This design comes from an exercise in tuning for a short achievable clock period and few clock cycles on the open sky130 flow, not from production work.
Function was checked by simulation only, so behaviour that the tests miss may differ from the original.

==> inputs of willow <==
==> flow/design.v <==
module alu(
	input  [31:0] a,
	input  [31:0] b,
	input  [31:0] bx,       
	input         sub,      
	input         sra,      
	input  [8:0]  sel,      
	input  [31:0] pre,      
	input  [2:0]  bf3,      
	output [31:0] res,
	output        taken
);
wire [33:0] sum2 = {1'b0, a, 1'b1} + {1'b0, bx, sub};
wire [32:0] sum = sum2[33:1];
wire eq  = (a == b);
wire lt  = ($signed(a) < $signed(b));
wire ltu = (a < b);
wire slt  = lt;
wire sltu = ltu;
wire [31:0] shl = a << b[4:0];
wire [31:0] shr = $signed({sra & a[31], a}) >>> b[4:0];
assign res = ({32{sel[0]}} & sum[31:0])
           | ({32{sel[1]}} & shl)
           | ({32{sel[2]}} & {31'b0, slt})
           | ({32{sel[3]}} & {31'b0, sltu})
           | ({32{sel[4]}} & (a ^ b))
           | ({32{sel[5]}} & shr)
           | ({32{sel[6]}} & (a | b))
           | ({32{sel[7]}} & (a & b))
           | ({32{sel[8]}} & pre);
reg t;
always @(*) begin
	case (bf3)
		3'b000: t = eq;
		3'b001: t = ~eq;
		3'b100: t = lt;
		3'b101: t = ~lt;
		3'b110: t = ltu;
		3'b111: t = ~ltu;
		default: t = 1'b0;
	endcase
end
assign taken = t;
endmodule
module cpu(
	input clk,
	input rst,
	output[31:0] mem_addr,
	output[31:0] mem_wdata,
	output mem_we,
	input[31:0] mem_rdata
);
localparam OP_LUI = 7'b0110111, OP_AUIPC = 7'b0010111, OP_JAL = 7'b1101111,
           OP_JALR = 7'b1100111, OP_B = 7'b1100011, OP_L = 7'b0000011,
           OP_S = 7'b0100011, OP_I = 7'b0010011, OP_R = 7'b0110011;
reg        rst_q;       
reg [31:0] pa;          
reg        pa_data;     
reg        we_q;
reg [31:0] wd_q;
reg [10:0] fpc;         
reg        d_valid;
reg [31:0] ir;
reg [31:0] d_pc;
reg        e_valid;
reg [31:0] e_a, e_b, e_bx, e_imm, e_pre, e_alt;
reg [4:0]  e_rd;
reg        e_wr;        
reg        e_ldw;       
reg        e_mem;       
reg        e_store, e_branch, e_jalr, e_pred;
reg [2:0]  e_f3;
reg        e_sub, e_sra;
reg [8:0]  e_sel;
reg        m_load;      
reg [4:0]  m_rd;
reg [2:0]  m_f3;
reg [31:0] ld_raw;
reg        w_ld;        
reg [4:0]  w_rd;
reg [2:0]  w_f3;
assign mem_addr  = pa;
assign mem_wdata = wd_q;
assign mem_we    = we_q;
wire [31:0] e_res;
wire        e_taken;
alu u_alu(.a(e_a), .b(e_b), .bx(e_bx), .sub(e_sub), .sra(e_sra), .sel(e_sel), .pre(e_pre),
          .bf3(e_f3), .res(e_res), .taken(e_taken));
wire [31:0] e_addr = e_a + e_imm;
wire redirect = e_valid & ((e_branch & (e_taken ^ e_pred)) | e_jalr);
wire [31:0] r_tgt = e_jalr ? {e_addr[31:1], 1'b0} : e_alt;
wire e_fwd_ok = e_valid & e_wr;
reg [31:0] ld_ext;
always @(*) begin
	case (w_f3)
		3'b000: ld_ext = {{24{ld_raw[7]}}, ld_raw[7:0]};
		3'b001: ld_ext = {{16{ld_raw[15]}}, ld_raw[15:0]};
		3'b100: ld_ext = {24'b0, ld_raw[7:0]};
		default: ld_ext = ld_raw;
	endcase
end
wire [6:0] d_op  = ir[6:0];
wire [4:0] d_rd  = ir[11:7];
wire [4:0] d_rs1 = ir[19:15];
wire [4:0] d_rs2 = ir[24:20];
wire [2:0] d_f3  = ir[14:12];
wire d_lui   = d_op == OP_LUI;
wire d_auipc = d_op == OP_AUIPC;
wire d_jal   = d_op == OP_JAL;
wire d_jalr  = d_op == OP_JALR;
wire d_br    = d_op == OP_B;
wire d_ld    = d_op == OP_L;
wire d_st    = d_op == OP_S;
wire d_opi   = d_op == OP_I;
wire d_opr   = d_op == OP_R;
wire [31:0] imm_i = {{20{ir[31]}}, ir[31:20]};
wire [31:0] imm_s = {{20{ir[31]}}, ir[31:25], ir[11:7]};
wire [31:0] imm_b = {{19{ir[31]}}, ir[31], ir[7], ir[30:25], ir[11:8], 1'b0};
wire [31:0] imm_u = {ir[31:12], 12'b0};
wire [31:0] imm_j = {{11{ir[31]}}, ir[31], ir[19:12], ir[20], ir[30:21], 1'b0};
wire d_pred = d_jal | (d_br & ir[31]);
wire [31:0] d_pc4  = d_pc + 32'd4;
wire [31:0] d_btgt = d_pc + imm_b;
wire [31:0] d_jtgt = d_pc + imm_j;
wire [31:0] d_next = d_jal ? d_jtgt : (d_pred ? d_btgt : d_pc4);
wire d_use1 = d_opr | d_opi | d_ld | d_st | d_br | d_jalr;
wire d_use2 = d_opr | d_st | d_br;
wire hz1 = (e_valid & e_ldw & (e_rd == d_rs1)) | (m_load & (m_rd == d_rs1));
wire hz2 = (e_valid & e_ldw & (e_rd == d_rs2)) | (m_load & (m_rd == d_rs2));
wire d_stall = d_valid & ((d_use1 & hz1) | (d_use2 & hz2));
wire d_go = d_valid & ~d_stall & ~redirect;
wire d_jfuse = d_jalr & ((d_rs1 == 5'd0) | (e_valid & e_wr & e_sel[8] & (e_rd == d_rs1)));
wire [31:0] d_jbase = (d_rs1 == 5'd0) ? 32'b0 : e_pre;
wire [31:0] d_jsum = d_jbase + imm_i;
wire [31:0] d_jt = {d_jsum[31:1], 1'b0};
wire d_redir = d_go & d_jfuse;
wire [31:0] rf1 = rfo[d_rs1];
wire [31:0] rf2 = rfo[d_rs2];
wire e_m1 = e_fwd_ok & (e_rd == d_rs1);
wire e_m2 = e_fwd_ok & (e_rd == d_rs2);
wire w_m1 = w_ld & (w_rd == d_rs1);
wire w_m2 = w_ld & (w_rd == d_rs2);
wire [31:0] v1 = (d_rs1 == 5'd0) ? 32'b0 : e_m1 ? e_res : w_m1 ? ld_ext : rf1;
wire [31:0] v2 = (d_rs2 == 5'd0) ? 32'b0 : e_m2 ? e_res : w_m2 ? ld_ext : rf2;
wire d_alu = d_opr | d_opi;
wire d_subop = d_opr & (d_f3 == 3'b000) & ir[30];
wire [8:0] d_sel;
assign d_sel[0] = d_alu & (d_f3 == 3'b000);
assign d_sel[1] = d_alu & (d_f3 == 3'b001);
assign d_sel[2] = d_alu & (d_f3 == 3'b010);
assign d_sel[3] = d_alu & (d_f3 == 3'b011);
assign d_sel[4] = d_alu & (d_f3 == 3'b100);
assign d_sel[5] = d_alu & (d_f3 == 3'b101);
assign d_sel[6] = d_alu & (d_f3 == 3'b110);
assign d_sel[7] = d_alu & (d_f3 == 3'b111);
assign d_sel[8] = d_lui | d_auipc | d_jal | d_jalr;
wire port_fetch = ~pa_data;
wire [6:0]  f_op   = mem_rdata[6:0];
wire        f_jal  = f_op == OP_JAL;
wire        f_bb   = (f_op == OP_B) & mem_rdata[31];
wire [10:0] f_tgt_j = fpc + {mem_rdata[20], mem_rdata[30:21]};
wire [10:0] f_tgt_b = fpc + {mem_rdata[7], mem_rdata[30:25], mem_rdata[11:8]};
wire [10:0] f_seq  = fpc + 11'd2;
wire [10:0] f_next = f_jal ? f_tgt_j : f_bb ? f_tgt_b : f_seq;
wire d_free = ~d_valid | ~d_stall;             
wire f_take = port_fetch & d_free & ~redirect;
wire [10:0] next_fpc = redirect ? r_tgt[11:1] : d_redir ? d_jt[11:1] : f_take ? f_next : fpc;
wire next_data = e_valid & e_mem;
always @(posedge clk) begin
	rst_q <= rst;
	ld_raw <= mem_rdata;
	if (rst) begin
		pa <= 32'b0;
		pa_data <= 1'b0;
		we_q <= 1'b0;
		fpc <= 11'b0;
		d_valid <= 1'b0;
		d_pc <= 32'b0;
		e_valid <= 1'b0;
		m_load <= 1'b0;
		w_ld <= 1'b0;
	end else begin
		pa_data <= next_data;
		pa <= next_data ? e_addr : {e_addr[31:10], next_fpc[10:1]};
		we_q <= e_valid & e_store;
		fpc <= next_fpc;
		if (redirect | d_redir) d_valid <= 1'b0;
		else if (d_free) d_valid <= port_fetch;
		if (redirect) d_pc <= r_tgt;
		else if (d_redir) d_pc <= d_jt;
		else if (d_valid & ~d_stall) d_pc <= d_next;
		e_valid <= d_go;
		m_load <= e_valid & e_ldw;
		w_ld <= m_load & ~(e_fwd_ok & (e_rd == m_rd));
	end
	if (d_free) ir <= mem_rdata;
	wd_q <= (e_f3 == 3'b000) ? {24'b0, e_b[7:0]} :
	        (e_f3 == 3'b001) ? {16'b0, e_b[15:0]} : e_b;
	m_rd <= e_rd;
	m_f3 <= e_f3;
	w_rd <= m_rd;
	w_f3 <= m_f3;
	e_a <= v1;
	e_b <= d_opi ? imm_i : v2;
	e_bx <= d_opi ? (d_subop ? ~imm_i : imm_i) : (d_subop ? ~v2 : v2);
	e_imm <= d_st ? imm_s : imm_i;
	e_pre <= d_lui ? imm_u : d_auipc ? (d_pc + imm_u) : d_pc4;
	e_alt <= d_pred ? d_pc4 : d_btgt;
	e_rd <= d_rd;
	e_wr <= (d_alu | d_sel[8]) & (d_rd != 5'd0);
	e_ldw <= d_ld & (d_rd != 5'd0);
	e_mem <= d_st | (d_ld & (d_rd != 5'd0));
	e_store <= d_st;
	e_branch <= d_br;
	e_jalr <= d_jalr & ~d_jfuse;
	e_pred <= d_pred;
	e_f3 <= d_f3;
	e_sub <= d_subop;
	e_sra <= ir[30];
	e_sel <= d_sel;
end
wire [31:0] rfo [0:31];
assign rfo[0] = 32'b0;
genvar g;
generate
	for (g = 1; g < 32; g = g + 1) begin : regs
		reg [31:0] x;
		always @(posedge clk) begin
			if (rst_q) x <= 32'b0;
			else if (e_fwd_ok && e_rd == g) x <= e_res;
			else if (w_ld && w_rd == g) x <= ld_ext;
		end
		assign rfo[g] = x;
	end
endgenerate
endmodule
==> flow/flow/run.sh <==
#!/bin/bash
# Standard layout, with timing repair aimed well below the clock period so that
# the layout is optimised for speed (the constraints themselves are unchanged).
set -euo pipefail
bash standard.sh SETUP_SLACK_MARGIN=8 TNS_END_PERCENT=100 finish > flow_standard.log 2>&1
==> flow/standard.sh <==
#!/bin/bash
# synth_recipe.tcl (not shown) runs the flow's synth.tcl, then flattens the netlist and writes it again
# the make line also repeats each setting of config.mk as NAME=value (left out here)
make -C /OpenROAD-flow-scripts/flow DESIGN_CONFIG=/design/flow/config.mk WORK_HOME=/design/flow/orfs CLKGATE_MAP_FILE= SYNTH_SCRIPT=/design/flow/synth_recipe.tcl "${@:-finish}"
==> flow/config.mk <==
export PLATFORM = sky130hd
export DESIGN_NAME = cpu
export DESIGN_NICKNAME = cpu
export VERILOG_FILES = /design/flow/design.v
export SDC_FILE = /design/flow/constraint.sdc
export NUM_CORES = 4
export LEC_CHECK = 0
export ABC_CLOCK_PERIOD_IN_PS = 3000
export CAP_MARGIN = 20
export CORE_MARGIN = 2
export CORE_UTILIZATION = 30
export SETUP_SLACK_MARGIN = 5
export SLEW_MARGIN = 20
==> flow/constraint.sdc <==
create_clock -name core_clock -period 11.0 [get_ports {clk}]
set_input_delay 2.2000 -clock core_clock [delete_from_list [all_inputs] [get_ports {clk}]]
set_output_delay 2.2000 -clock core_clock [all_outputs]
set_load 0.01 [all_outputs]
==> cedar: changes against willow <==
--- a/flow/design.v
+++ b/flow/design.v
@@ -63,4 +63,9 @@
 reg [31:0] ir;
 reg [31:0] d_pc;
+reg        rd_q;        
+reg [31:0] tgt_q;       
+reg        tsel_q;      
+reg [31:0] jbase_q, jimm_q;   
+wire [31:0] jsum_q = jbase_q + jimm_q;
 reg        e_valid;
 reg [31:0] e_a, e_b, e_bx, e_imm, e_pre, e_alt;
@@ -130,17 +135,28 @@
 wire d_stall = d_valid & ((d_use1 & hz1) | (d_use2 & hz2));
 wire d_go = d_valid & ~d_stall & ~redirect;
-wire d_jfuse = d_jalr & ((d_rs1 == 5'd0) | (e_valid & e_wr & e_sel[8] & (e_rd == d_rs1)));
+wire e_ctl = e_valid & (e_branch | e_jalr);    
+wire d_jfuse = d_jalr & ~e_ctl & ((d_rs1 == 5'd0) | (e_valid & e_wr & e_sel[8] & (e_rd == d_rs1)));
 wire [31:0] d_jbase = (d_rs1 == 5'd0) ? 32'b0 : e_pre;
 wire [31:0] d_jsum = d_jbase + imm_i;
 wire [31:0] d_jt = {d_jsum[31:1], 1'b0};
-wire d_redir = d_go & d_jfuse;
-wire [31:0] rf1 = rfo[d_rs1];
-wire [31:0] rf2 = rfo[d_rs2];
+wire d_redir = d_valid & ~d_stall & d_jfuse;   
+reg [31:0] rs1_oh, rs2_oh, rd_oh;
+reg [31:0] e_rdoh, m_rdoh, w_rdoh;    
+reg [31:0] rf1, rf2;
+integer k;
+always @(*) begin
+	rf1 = 32'b0;
+	rf2 = 32'b0;
+	for (k = 1; k < 32; k = k + 1) begin
+		rf1 = rf1 | ({32{rs1_oh[k]}} & rfo[k]);
+		rf2 = rf2 | ({32{rs2_oh[k]}} & rfo[k]);
+	end
+end
 wire e_m1 = e_fwd_ok & (e_rd == d_rs1);
 wire e_m2 = e_fwd_ok & (e_rd == d_rs2);
 wire w_m1 = w_ld & (w_rd == d_rs1);
 wire w_m2 = w_ld & (w_rd == d_rs2);
-wire [31:0] v1 = (d_rs1 == 5'd0) ? 32'b0 : e_m1 ? e_res : w_m1 ? ld_ext : rf1;
-wire [31:0] v2 = (d_rs2 == 5'd0) ? 32'b0 : e_m2 ? e_res : w_m2 ? ld_ext : rf2;
+wire [31:0] v1 = e_m1 ? e_res : w_m1 ? ld_ext : rf1;
+wire [31:0] v2 = e_m2 ? e_res : w_m2 ? ld_ext : rf2;
 wire d_alu = d_opr | d_opi;
 wire d_subop = d_opr & (d_f3 == 3'b000) & ir[30];
@@ -165,5 +181,8 @@
 wire d_free = ~d_valid | ~d_stall;             
 wire f_take = port_fetch & d_free & ~redirect;
-wire [10:0] next_fpc = redirect ? r_tgt[11:1] : d_redir ? d_jt[11:1] : f_take ? f_next : fpc;
+wire use_f = f_take & ~d_redir;
+wire [10:0] other_fpc = redirect ? r_tgt[11:1] : d_redir ? d_jt[11:1] : fpc;
+wire [10:0] next_fpc = use_f ? f_next : other_fpc;
+wire [9:0] other_pa = next_data ? e_addr[9:0] : other_fpc[10:1];
 wire next_data = e_valid & e_mem;
 always @(posedge clk) begin
@@ -180,13 +199,14 @@
 		m_load <= 1'b0;
 		w_ld <= 1'b0;
+		rd_q <= 1'b0;
 	end else begin
 		pa_data <= next_data;
-		pa <= next_data ? e_addr : {e_addr[31:10], next_fpc[10:1]};
+		pa <= {e_addr[31:10], (use_f & ~next_data) ? f_next[10:1] : other_pa};
 		we_q <= e_valid & e_store;
 		fpc <= next_fpc;
 		if (redirect | d_redir) d_valid <= 1'b0;
 		else if (d_free) d_valid <= port_fetch;
-		if (redirect) d_pc <= r_tgt;
-		else if (d_redir) d_pc <= d_jt;
+		rd_q <= redirect | d_redir;
+		if (rd_q) d_pc <= tsel_q ? tgt_q : {jsum_q[31:1], 1'b0};
 		else if (d_valid & ~d_stall) d_pc <= d_next;
 		e_valid <= d_go;
@@ -194,8 +214,20 @@
 		w_ld <= m_load & ~(e_fwd_ok & (e_rd == m_rd));
 	end
-	if (d_free) ir <= mem_rdata;
+	if (d_free) begin
+		ir <= mem_rdata;
+		rs1_oh <= 32'b1 << mem_rdata[19:15];
+		rs2_oh <= 32'b1 << mem_rdata[24:20];
+		rd_oh <= 32'b1 << mem_rdata[11:7];
+	end
+	tgt_q <= r_tgt;
+	tsel_q <= e_ctl;
+	jbase_q <= d_jbase;
+	jimm_q <= imm_i;
 	wd_q <= (e_f3 == 3'b000) ? {24'b0, e_b[7:0]} :
 	        (e_f3 == 3'b001) ? {16'b0, e_b[15:0]} : e_b;
 	m_rd <= e_rd;
+	e_rdoh <= rd_oh;
+	m_rdoh <= e_rdoh;
+	w_rdoh <= m_rdoh;
 	m_f3 <= e_f3;
 	w_rd <= m_rd;
@@ -228,6 +260,6 @@
 		always @(posedge clk) begin
 			if (rst_q) x <= 32'b0;
-			else if (e_fwd_ok && e_rd == g) x <= e_res;
-			else if (w_ld && w_rd == g) x <= ld_ext;
+			else if (e_fwd_ok && e_rdoh[g]) x <= e_res;
+			else if (w_ld && w_rdoh[g]) x <= ld_ext;
 		end
 		assign rfo[g] = x;
==> flow/flow/run.sh (replaced) <==
#!/bin/bash
# Standard layout, with timing repair aimed well below the clock period so that
# the layout is optimised for speed (the constraints themselves are unchanged).
set -euo pipefail
bash standard.sh SETUP_SLACK_MARGIN=7.2 TNS_END_PERCENT=100 finish > flow_standard.log 2>&1
- CORE_UTILIZATION: 30 -> 20
- PLACE_DENSITY: not set -> 0.35
==> quartz: changes against willow <==
--- a/flow/design.v
+++ b/flow/design.v
@@ -2,4 +2,5 @@
 	input  [31:0] a,
 	input  [31:0] b,
+	input  [4:0]  sh,       
 	input  [31:0] bx,       
 	input         sub,      
@@ -18,6 +19,6 @@
 wire slt  = lt;
 wire sltu = ltu;
-wire [31:0] shl = a << b[4:0];
-wire [31:0] shr = $signed({sra & a[31], a}) >>> b[4:0];
+wire [31:0] shl = a << sh;
+wire [31:0] shr = $signed({sra & a[31], a}) >>> sh;
 assign res = ({32{sel[0]}} & sum[31:0])
            | ({32{sel[1]}} & shl)
@@ -63,5 +64,11 @@
 reg [31:0] ir;
 reg [31:0] d_pc;
+reg        rd_q;        
+reg [31:0] tgt_q;       
+reg        tsel_q;      
+reg [31:0] jbase_q, jimm_q;   
+wire [31:0] jsum_q = jbase_q + jimm_q;
 reg        e_valid;
+reg [4:0]  e_sh;        
 reg [31:0] e_a, e_b, e_bx, e_imm, e_pre, e_alt;
 reg [4:0]  e_rd;
@@ -85,5 +92,5 @@
 wire [31:0] e_res;
 wire        e_taken;
-alu u_alu(.a(e_a), .b(e_b), .bx(e_bx), .sub(e_sub), .sra(e_sra), .sel(e_sel), .pre(e_pre),
+alu u_alu(.a(e_a), .b(e_b), .bx(e_bx), .sh(e_sh), .sub(e_sub), .sra(e_sra), .sel(e_sel), .pre(e_pre),
           .bf3(e_f3), .res(e_res), .taken(e_taken));
 wire [31:0] e_addr = e_a + e_imm;
@@ -130,17 +137,28 @@
 wire d_stall = d_valid & ((d_use1 & hz1) | (d_use2 & hz2));
 wire d_go = d_valid & ~d_stall & ~redirect;
-wire d_jfuse = d_jalr & ((d_rs1 == 5'd0) | (e_valid & e_wr & e_sel[8] & (e_rd == d_rs1)));
+wire e_ctl = e_valid & (e_branch | e_jalr);    
+wire d_jfuse = d_jalr & ~e_ctl & ((d_rs1 == 5'd0) | (e_valid & e_wr & e_sel[8] & (e_rd == d_rs1)));
 wire [31:0] d_jbase = (d_rs1 == 5'd0) ? 32'b0 : e_pre;
 wire [31:0] d_jsum = d_jbase + imm_i;
 wire [31:0] d_jt = {d_jsum[31:1], 1'b0};
-wire d_redir = d_go & d_jfuse;
-wire [31:0] rf1 = rfo[d_rs1];
-wire [31:0] rf2 = rfo[d_rs2];
+wire d_redir = d_valid & ~d_stall & d_jfuse;   
+reg [31:0] rs1_oh, rs2_oh, rd_oh;
+reg [31:0] e_rdoh, m_rdoh, w_rdoh;    
+reg [31:0] rf1, rf2;
+integer k;
+always @(*) begin
+	rf1 = 32'b0;
+	rf2 = 32'b0;
+	for (k = 1; k < 32; k = k + 1) begin
+		rf1 = rf1 | ({32{rs1_oh[k]}} & rfo[k]);
+		rf2 = rf2 | ({32{rs2_oh[k]}} & rfo[k]);
+	end
+end
 wire e_m1 = e_fwd_ok & (e_rd == d_rs1);
 wire e_m2 = e_fwd_ok & (e_rd == d_rs2);
 wire w_m1 = w_ld & (w_rd == d_rs1);
 wire w_m2 = w_ld & (w_rd == d_rs2);
-wire [31:0] v1 = (d_rs1 == 5'd0) ? 32'b0 : e_m1 ? e_res : w_m1 ? ld_ext : rf1;
-wire [31:0] v2 = (d_rs2 == 5'd0) ? 32'b0 : e_m2 ? e_res : w_m2 ? ld_ext : rf2;
+wire [31:0] v1 = e_m1 ? e_res : w_m1 ? ld_ext : rf1;
+wire [31:0] v2 = e_m2 ? e_res : w_m2 ? ld_ext : rf2;
 wire d_alu = d_opr | d_opi;
 wire d_subop = d_opr & (d_f3 == 3'b000) & ir[30];
@@ -165,5 +183,8 @@
 wire d_free = ~d_valid | ~d_stall;             
 wire f_take = port_fetch & d_free & ~redirect;
-wire [10:0] next_fpc = redirect ? r_tgt[11:1] : d_redir ? d_jt[11:1] : f_take ? f_next : fpc;
+wire use_f = f_take & ~d_redir;
+wire [10:0] other_fpc = redirect ? r_tgt[11:1] : d_redir ? d_jt[11:1] : fpc;
+wire [10:0] next_fpc = use_f ? f_next : other_fpc;
+wire [9:0] other_pa = next_data ? e_addr[9:0] : other_fpc[10:1];
 wire next_data = e_valid & e_mem;
 always @(posedge clk) begin
@@ -180,13 +201,14 @@
 		m_load <= 1'b0;
 		w_ld <= 1'b0;
+		rd_q <= 1'b0;
 	end else begin
 		pa_data <= next_data;
-		pa <= next_data ? e_addr : {e_addr[31:10], next_fpc[10:1]};
+		pa <= {e_addr[31:10], (use_f & ~next_data) ? f_next[10:1] : other_pa};
 		we_q <= e_valid & e_store;
 		fpc <= next_fpc;
 		if (redirect | d_redir) d_valid <= 1'b0;
 		else if (d_free) d_valid <= port_fetch;
-		if (redirect) d_pc <= r_tgt;
-		else if (d_redir) d_pc <= d_jt;
+		rd_q <= redirect | d_redir;
+		if (rd_q) d_pc <= tsel_q ? tgt_q : {jsum_q[31:1], 1'b0};
 		else if (d_valid & ~d_stall) d_pc <= d_next;
 		e_valid <= d_go;
@@ -194,8 +216,20 @@
 		w_ld <= m_load & ~(e_fwd_ok & (e_rd == m_rd));
 	end
-	if (d_free) ir <= mem_rdata;
+	if (d_free) begin
+		ir <= mem_rdata;
+		rs1_oh <= 32'b1 << mem_rdata[19:15];
+		rs2_oh <= 32'b1 << mem_rdata[24:20];
+		rd_oh <= 32'b1 << mem_rdata[11:7];
+	end
+	tgt_q <= r_tgt;
+	tsel_q <= e_ctl;
+	jbase_q <= d_jbase;
+	jimm_q <= imm_i;
 	wd_q <= (e_f3 == 3'b000) ? {24'b0, e_b[7:0]} :
 	        (e_f3 == 3'b001) ? {16'b0, e_b[15:0]} : e_b;
 	m_rd <= e_rd;
+	e_rdoh <= rd_oh;
+	m_rdoh <= e_rdoh;
+	w_rdoh <= m_rdoh;
 	m_f3 <= e_f3;
 	w_rd <= m_rd;
@@ -203,4 +237,5 @@
 	e_a <= v1;
 	e_b <= d_opi ? imm_i : v2;
+	e_sh <= (d_sel[1] | d_sel[5]) ? (d_opi ? imm_i[4:0] : v2[4:0]) : 5'b0;
 	e_bx <= d_opi ? (d_subop ? ~imm_i : imm_i) : (d_subop ? ~v2 : v2);
 	e_imm <= d_st ? imm_s : imm_i;
@@ -228,6 +263,6 @@
 		always @(posedge clk) begin
 			if (rst_q) x <= 32'b0;
-			else if (e_fwd_ok && e_rd == g) x <= e_res;
-			else if (w_ld && w_rd == g) x <= ld_ext;
+			else if (e_fwd_ok && e_rdoh[g]) x <= e_res;
+			else if (w_ld && w_rdoh[g]) x <= ld_ext;
 		end
 		assign rfo[g] = x;
==> flow/flow/run.sh (replaced) <==
#!/bin/bash
# Standard layout, with timing repair aimed well below the clock period so that
# the layout is optimised for speed (the constraints themselves are unchanged).
set -euo pipefail
bash standard.sh SETUP_SLACK_MARGIN=7.2 TNS_END_PERCENT=100 finish > flow_standard.log 2>&1
- CORE_UTILIZATION: 30 -> 20
- PLACE_DENSITY: not set -> 0.35
==> qor.yml <==
synthCells: 11340
status: "did not finish"
synth.area.mux_share_pct: 3.917
cts_setup_buffers: 608
synth_edf_count: 32
ys_types: 101
initial_core_util_pct: 30.20
synth_compound_area_share_pct: 31.53
rows: 195
stop_stage: "global routing"
firstError: "[ERROR GRT-0232] Routing congestion too high. Check the congestion heatmap in the GUI."
(the above is from willow)
==> qor.yml <==
ys_types: 93
status: "timing/DRC/antenna clean"
synthCells: 11640
die_height_um: 681.8
initial_core_util_pct: 20.12
busiest_layer: "met2"
synth_compound_area_share_pct: 28.51
synth_edf_count: 125
cts_setup_buffers: 53
(the above is from quartz)
==> qor.yml <==
status: "timing/DRC/antenna clean"
synthCells: 11650
htree_levels: 4
synth_edf_count: 125
ys_types: 89
cts_setup_buffers: 37
vias: 101100
grt_pass1_wl_um: 861100
synth-simple-area-share_pct: 18.82
rows: 248
(the above is from cedar)
Testbench counts of willow, summed over its fixed seeds: cycles 15,164.
Testbench counts of cedar, summed over its fixed seeds: cycles 15,164.
Testbench counts of quartz, summed over its fixed seeds: cycles 15,164.

[static timing again, ports no longer ideal]
How much do the figures lean on ideal ports? The routed layouts below were timed once more, with nothing changed but the port constraints.
Step 1: set_driving_cell puts a clkbuf_16 on clk and a buf_2 on each other input, an assumption about the parent block.
Step 2 adds t to the input delays and takes it off the output delays; t is the mean of the earliest and latest rising clock arrival at the registers after step 1. Input paths then give back, and output paths get back, about the clock's delay inside the block.
a / b / c = ideal / step 1 / step 2; a / b = the first two.
run | shift t [ns] | setup WS [ns] | latest minus earliest clock arrival (ns) | worst slew at a driven data input, ns
cedar | 1.052 | 6.927 / 6.927 / 6.346 | 0.167 / 0.166 | 0.06
quartz | 1.048 | 7.139 / 7.139 / 6.245 | 0.166 / 0.166 | 0.09
After both steps setup and hold are still met in every run listed. For quartz, which loses most, drivers alone change the setup slack by 0.000 ns; drivers and shift together by -0.894 ns.
